Context: an optimization exercise on an open-source flow, tuned for a short achievable clock period and few clock cycles. The choices shown serve that exercise and are no tape-out recipe.
The RTL was checked by simulation tests, not by an equivalence proof against the original design.
Power figures rest on the tool's default switching activity, not on a simulated workload.

<file path="config.mk">
export PLATFORM = sky130hd
export DESIGN_NAME = cpu
export DESIGN_NICKNAME = cpu
export VERILOG_FILES = /design/flow/design.v
export SDC_FILE = /design/flow/constraint.sdc
export NUM_CORES = 4
export LEC_CHECK = 0
export ABC_CLOCK_PERIOD_IN_PS = 2000
export CAP_MARGIN = 20
export CORE_MARGIN = 2
export CORE_UTILIZATION = 25
export SETUP_SLACK_MARGIN = 2.0
export SLEW_MARGIN = 20
</file>
<file path="constraint.sdc">
create_clock -name core_clock -period 4.0 [get_ports {clk}]
set_input_delay 0.8000 -clock core_clock [delete_from_list [all_inputs] [get_ports {clk}]]
set_output_delay 0.8000 -clock core_clock [all_outputs]
set_load 0.01 [all_outputs]
</file>
<file path="design.v">
`timescale 1ns / 1ps
module cpu
#(
    parameter ADDR_WIDTH = 16,
    parameter DATA_WIDTH = 16
)
(
    input clk,
    input reset_n,
    input [DATA_WIDTH-1:0] data_in,
    output [ADDR_WIDTH-1:0] addr,
    output [DATA_WIDTH-1:0] data_out,
    output we_n
);
function [15:0] inc16(input [15:0] a);
    reg [15:0] c;
    integer i, l;
    begin
        c = a;               
        for (l = 1; l < 16; l = l * 2)
            for (i = 15; i >= 0; i = i - 1)
                if (i >= l) c[i] = c[i] & c[i - l];
        inc16 = a ^ {c[14:0], 1'b1};
    end
endfunction
function [16:0] addgt(input [15:0] g0, input [15:0] t0);
    reg [15:0] g, p, gn, pn;
    integer i, l;
    begin
        g = g0;
        p = t0;
        for (l = 1; l < 16; l = l * 2) begin
            gn = g; pn = p;
            for (i = 0; i < 16; i = i + 1)
                if (i >= l) begin
                    gn[i] = g[i] | (p[i] & g[i - l]);
                    pn[i] = p[i] & p[i - l];
                end
            g = gn; p = pn;
        end
        addgt = {g[15], t0 ^ {g[14:0], 1'b0}};
    end
endfunction
reg [15:0] A;        
reg [15:0] DO;       
reg        WEN;      
reg [15:0] PC;       
reg [15:0] AC;
reg        E;
reg        ACZ;      
reg [15:0] DG, DT;   
reg        pend;     
reg sF, sI, sR, sW, sH;
reg oAND, oADD, oLDA, oSTA, oBUN, oBSA, oISZ;
reg zskip;           
reg xv;
reg xcla, xcle, xcma, xcme, xcir, xcil, xinc, xspa, xsna, xsza, xsze, xhlt;
assign addr = A;
assign data_out = DO;
assign we_n = WEN;
wire [2:0] op = data_in[14:12];
wire       ib = data_in[15];
wire [11:0] f = data_in[11:0];
wire op7 = (op == 3'd7);
wire rr = op7 & ~ib;
wire zh = ~|f[11:8];
wire zm = ~|f[7:4];
wire zl = ~|f[3:0];
wire [15:0] pc1 = inc16(PC);
wire [16:0] sum = addgt(DG, DT);
wire [15:0] ac_now = pend ? sum[15:0] : AC;
wire xskip = (xspa & ~AC[15]) | (xsna & AC[15]) | (xsza & ACZ) | (xsze & ~E);
wire acones = &AC;
wire xacz = xcla | ((xcma | xinc) & acones) | (xcir & ~E & ~|AC[15:1]) |
            (xcil & ~E & ~|AC[14:0]) | (~(xcla | xcma | xcir | xcil | xinc) & ACZ);
wire sumz = &(~(DT ^ {DG[14:0] | DT[14:0], 1'b0}));
wire [15:0] xac = ({16{xcma}} & ~AC) |
                  ({16{xcir}} & {E, AC[15:1]}) |
                  ({16{xcil}} & {AC[14:0], E}) |
                  ({16{xinc}} & inc16(AC)) |
                  ({16{~(xcla | xcma | xcir | xcil | xinc)}} & AC);
wire xe = (~(xcle | xcme | xcir | xcil) & E) | (xcme & ~E) | (xcir & AC[0]) | (xcil & AC[15]);
wire drop = xv & (xskip | xhlt);
wire [15:0] ac_st = xv ? xac : ac_now;
wire bund = (op == 3'd4) & ~ib;
wire fgo = sF & ~drop;                      
wire [15:0] fz = {4'd0, f};
wire [15:0] a1 = inc16(A);
wire isk = oISZ & zskip;
wire nA_f    = fgo & ~op7;
wire nA_pc1  = (sF & (op7 | drop)) | (sW & isk);
wire nA_pc   = (sR & ~oISZ) | (sW & ~oBSA & ~isk);
wire nA_a1   = sW & oBSA;
wire nA_hold = (sR & oISZ) | sH;
wire [15:0] A_n = ({16{nA_f}} & fz) | ({16{nA_pc1}} & pc1) | ({16{sI}} & data_in) |
                  ({16{nA_pc}} & PC) | ({16{nA_a1}} & a1) | ({16{nA_hold}} & A);
wire nP_f    = fgo & bund;
wire nP_pc1  = (sF & ~(fgo & bund)) | (sW & isk);
wire nP_din  = sI & oBUN;
wire nP_a1   = sW & oBSA;
wire nP_hold = (sI & ~oBUN) | sR | (sW & ~oBSA & ~isk) | sH;
wire [15:0] PC_n = ({16{nP_f}} & fz) | ({16{nP_pc1}} & pc1) | ({16{nP_din}} & data_in) |
                   ({16{nP_a1}} & a1) | ({16{nP_hold}} & PC);
wire opR = ~ib & ((op == 3'd0) | (op == 3'd1) | (op == 3'd2) | (op == 3'd6));
wire opW = ~ib & ((op == 3'd3) | (op == 3'd5));
wire sF_n = (sF & (drop ? ~xhlt : (op7 | bund))) | (sI & oBUN) | (sR & ~oISZ) | sW;
wire sI_n = fgo & ib & ~op7;
wire sR_n = (fgo & opR) | (sI & ~oBUN & ~oSTA & ~oBSA);
wire sW_n = (fgo & opW) | (sI & (oSTA | oBSA)) | (sR & oISZ);
wire sH_n = sH | (sF & drop & xhlt);
wire [15:0] DO_n = sF ? ((op == 3'd3) ? ac_st : pc1) :
                   sI ? (oSTA ? AC : PC) :
                   sR ? inc16(data_in) : DO;
wire ac_and = sR & oAND;
wire ac_lda = sR & oLDA;
wire ac_hold = ~pend & ~xv & ~ac_and & ~ac_lda;
wire [15:0] AC_n = ({16{pend}} & sum[15:0]) | ({16{xv}} & xac) |
                   ({16{ac_and}} & (AC & data_in)) | ({16{ac_lda}} & data_in) |
                   ({16{ac_hold}} & AC);
wire ACZ_n = (pend & sumz) | (xv & xacz) | (ac_and & ~|(AC & data_in)) |
             (ac_lda & ~|data_in) | (ac_hold & ACZ);
wire E_n = (pend & sum[16]) | (xv & xe) | (~pend & ~xv & E);
always @(posedge clk or negedge reset_n) begin
    if (!reset_n) begin
        A <= 16'd0;
        DO <= 16'd0;
        WEN <= 1'b1;
        PC <= 16'd0;
        AC <= 16'd0;
        ACZ <= 1'b1;
        E <= 1'b0;
        DG <= 16'd0;
        DT <= 16'd0;
        pend <= 1'b0;
        sF <= 1'b1; sI <= 1'b0; sR <= 1'b0; sW <= 1'b0; sH <= 1'b0;
        oAND <= 1'b0; oADD <= 1'b0; oLDA <= 1'b0; oSTA <= 1'b0;
        oBUN <= 1'b0; oBSA <= 1'b0; oISZ <= 1'b0;
        zskip <= 1'b0;
        xv <= 1'b0;
        xcla <= 1'b0; xcle <= 1'b0; xcma <= 1'b0; xcme <= 1'b0; xcir <= 1'b0; xcil <= 1'b0;
        xinc <= 1'b0; xspa <= 1'b0; xsna <= 1'b0; xsza <= 1'b0; xsze <= 1'b0; xhlt <= 1'b0;
    end else begin
        A <= A_n;
        PC <= PC_n;
        DO <= DO_n;
        WEN <= ~sW_n;
        sF <= sF_n; sI <= sI_n; sR <= sR_n; sW <= sW_n; sH <= sH_n;
        if (sF) begin
            oAND <= (op == 3'd0);
            oADD <= (op == 3'd1);
            oLDA <= (op == 3'd2);
            oSTA <= (op == 3'd3);
            oBUN <= (op == 3'd4);
            oBSA <= (op == 3'd5);
            oISZ <= (op == 3'd6);
        end
        AC <= AC_n;
        ACZ <= ACZ_n;
        E <= E_n;
        pend <= sR & oADD;
        if (sR) begin
            DG <= AC & data_in;
            DT <= AC ^ data_in;
            zskip <= &data_in;
        end
        xv <= fgo & op7;
        xcla <= rr & (f[11:8] == 4'h8) & zm & zl;
        xcle <= rr & (f[11:8] == 4'h4) & zm & zl;
        xcma <= rr & (f[11:8] == 4'h2) & zm & zl;
        xcme <= rr & (f[11:8] == 4'h1) & zm & zl;
        xcir <= rr & zh & (f[7:4] == 4'h8) & zl;
        xcil <= rr & zh & (f[7:4] == 4'h4) & zl;
        xinc <= rr & zh & (f[7:4] == 4'h2) & zl;
        xspa <= rr & zh & (f[7:4] == 4'h1) & zl;
        xsna <= rr & zh & zm & (f[3:0] == 4'h8);
        xsza <= rr & zh & zm & (f[3:0] == 4'h4);
        xsze <= rr & zh & zm & (f[3:0] == 4'h2);
        xhlt <= ib | (zh & zm & (f[3:0] == 4'h1));
    end
end
endmodule
</file>
<file path="run.sh">
#!/bin/bash
# synth_recipe.tcl (not shown) runs the flow's synth.tcl, then flattens the netlist and writes it again
# the make line also repeats each setting of config.mk as NAME=value (left out here)
make -C /OpenROAD-flow-scripts/flow DESIGN_CONFIG=/design/flow/config.mk WORK_HOME=/design/flow/orfs CLKGATE_MAP_FILE= SYNTH_SCRIPT=/design/flow/synth_recipe.tcl finish
</file>
==> reports/results.ini <==
[worst_setup_path]
critical_path.top_delay_family = simple AND/OR/NAND/NOR gates
cp.depth = 7
worst_r2r_path_depth = 7
required_ps = 4350
path_cells = buf_12, or4_4, o211ai_2, or3b_4, a31oi_4, and4b_1, a211oi_2
max_stage_delay_ps = 530
reg2reg_from = xcil$_DFF_PN0_
end_kind = flop
worst-setup-path-type = reg -> reg
critPathLaunchType = flop
crit_arrival_ps = 2650
r2r_end = DO[8]$_DFFE_PN0P_
slowest_stage = or4_4
crit_path_end = DO[8]$_DFFE_PN0P_
worst-path-max-fanout = 4
r2r_slack_ps = 1700
cp_num_buf_inv = 1
startpoint = xcil$_DFF_PN0_

[route]
wl_per_cell_um = 21.9
via_count = 10100
drcViolationCount = 0
avgViaCountPerCell = 5.81
drt_iter0_markers = 1482
wl_mm = 38.3
ant_nets = 0
dr.pass1.iters = 9

[power_and_ir_drop]
p_leak_nw = 5.07
power-per-cell-area_nw_per_um2 = 671
peakVddDrop_uv = 303

[cells_and_area]
fin_nets = 1262
multi_input_area_um2 = 6520
seq_area_um2 = 3220
area_growth_pct = 34.9
final_layout_size_suffix_gt1_share_pct = 32.7
final_cells = 1744
num-fill-cells = 3788

[logic_synthesis]
ys_seq_area_share_pct = 33.5
yosys.area.top_type_share_pct = 32.7
synth_largest_area_cell = dfrtp_1
synthTopCellsByCount = nand2_1, dfrtp_1, clkbuf_1
synthCells = 1129
synth_edf_count = 0
syn_avg_cell_area_um2 = 8.35
yosysWarnings = 1
synth_fp_nets = 1172
synth_most_common_cell = nand2_1
ys_seq_elements = 126
ys_types = 70
synth_flop_cell = dfrtp_1
synth_area_leaders = dfrtp_1, nand2_1, mux2_2, clkbuf_1, ha_1
synth.cell_area_um2 = 9420
async_reset_ff_share_pct = 100

[floorplan]
start_util_pct = 25.2
core_area_um2 = 37400
chipHeight_um = 198
die_w_um = 198
die_area_um2 = 39300
ioPinCount = 51
row_count = 71

[global_routing]
grt_use_total_pct = 19.2
grt_use_met3_pct = 4.43
grt_max_degree = 91
grt.overflow.total = 0
met2_usage_pct = 29.5
grt_pass1_wl_mm = 57.9
met1_usage_pct = 25.8
antenna_found_initial = 0
first_global_vias = 9455
grt_busiest_layer = met2

[timing]
worstMarginPinSlew_ps = 902
fin_tns_setup_ps = 0
rsz0062_at_grt = true
slew_viol_final = 0
finalCritPeriodShare_pct = 57.5
clock_skew_ps = 8.01
setup_viol = 0
timing.fmax_mhz = 435
fin_hold_ws_ps = 470
hold_viol = 0
slew_headroom_pct = 39.8
period_minus_slack_ps = 2300

[cts]
clkTransAtPathRegs_ps = 60
cts.sinks = 126
cts-root-buf = clkbuf_16
clk-insertion-delay-late_ps = 430
cts-buffers-inserted = 17
clock_path_buffers = 2
htree_levels = 4
cts_tree = yes

[placed_design]
dp_hpwl_mm = 25.5
dp.cells = 1613
io_buffer_count = 50
gp_congestion = 0.912

[job]
cap_violations = 0

[outcome]
run_status = complete, no violations

[min_path]
hold_class = in -> async

-- cell type report --
type,instances,area share [%]
clock buffers,20,3.67
well taps,511,5.03
multi-input cells,867,51.3
flip-flops and latches,126,25.3
inverters,32,1.20
repair buffers,175,12.4
clock inverters,12,1.07
diodes,1,0.0197
-- power breakdown --
| part | switching, W | internal [W] |
|---|---|---|
| Clock | 0.000638 | 0.000970 |
| Sequential | 0.000824 | 0.00177 |
| Combinational | 0.00236 | 0.00196 |
| Total | 0.00383 | 0.00470 |
-- worst min-delay path by stage --
stage,start,endpoint,slack [ps]
finish,reset_n,DG[12]$_DFFE_PN0P_,470
global route,reset_n,DG[12]$_DFFE_PN0P_,530
CTS,oADD$_DFFE_PN0P_,pend$_DFF_PN0_,490
detailed placement,oADD$_DFFE_PN0P_,pend$_DFF_PN0_,470
global placement,oADD$_DFFE_PN0P_,pend$_DFF_PN0_,470
floorplan,sH$_DFF_PN0_,sH$_DFF_PN0_,460
-- state kept, by name (all words and copies together), names as in the netlist, 16 cells and up --
signal / cells
AC: 16
A: 16
DG: 16
DO: 16
DT: 16
PC: 16
-- kinds of logic (layout without fill, tap and decap cells) --
group,count (synthesis),in the layout,synth area share [%]
and+or+nand+nor,402,402,21.3
AOI/OAI and AO/OA,341,341,25.9
buffers and inverters,136,239,5.48
DFF,126,126,33.5
muxes,51,51,5.96
xor gates and xnor gates,48,48,4.46
adders and majority gates,25,25,3.32
other,0,1,0
-- cells in the final DEF (no fill, tap or decap), drive strengths merged, types with 10 or more instances in the layout --
master and n:
dlygate4sd2 25, mux2i 10, a221oi 18, a222oi 27
a31oi 17, inv 30, buf 137, o21ai 59
xor2 22, ha 25, a211oi 22, nor3b 11
nand2 133, nor2 60, nand4 25, clkbuf 24
nand3 42, nor4 22, and2 12, and3 17
mux2 41, o211ai 19, xnor2 26, a22oi 27
a21o 13, dfrtp 123, or3 16, nor3 25
a21oi 57
-- layer usage --
layer | share of wire [%] | routed length [um]
met4 | 4.2 | 1610
met2 | 44 | 16900
met5 | 0 | 0
met3 | 9.8 | 3760
met1 | 42 | 16000
-- repair_timing --
item,4_1_cts,5_1_grt
buffers inserted,80,16
pin swaps,40,42
gates cloned,2,0
gates resized for setup,252,119
endpoints found under the setup margin,119,76
hold buffers,0,0
-- worst register-to-register path, stage by stage, from the launching register on --
cell and delay [ps]:
dfrtp_1 400, buf_12 140, or4_4 530, o211ai_2 190, or3b_4 410, a31oi_4 170
and4b_1 240, a211oi_2 140
-- per-stage QoR --
stage                     power [W]  worst slack [ps]  area [um2]  util (%)
after floorplan             0.00468              1790        9590         -
after global placement      0.00590               802       10500      28.0
after detailed placement    0.00593               683       10500      28.0
after CTS                   0.00813              1740       12300      32.8
after global routing        0.00902              1660       12700      34.0
final                       0.00852              1700       12700      34.0
Testbench counts, summed over its fixed seeds: cycles 9,108.

what the ideal ports hide:
In the flow no input, the clock included, has a driving cell. The finished layout below was timed again as built, in two steps.
Step 1: set_driving_cell puts a clkbuf_16 on clk and a buf_2 on each other input, an assumption about the parent block.
Step 2, shift: input delay + t, output delay - t, t = (earliest + latest rising clock arrival at the registers) / 2. This alone moves slack from input paths to output paths.
Three values: no drivers, after step 1, after step 2; two values: the first two.
t, ns: 0.474
setup slack, ns: 1.700 / 1.700 / 1.375
hold WS [ns]: 0.470 / 0.461 / 0.490
worst slew at a driven data input, ns: 0.08
After both steps setup and hold are still met in this run. For this run, drivers alone change the setup slack by 0.000 ns; drivers and shift together by -0.325 ns.
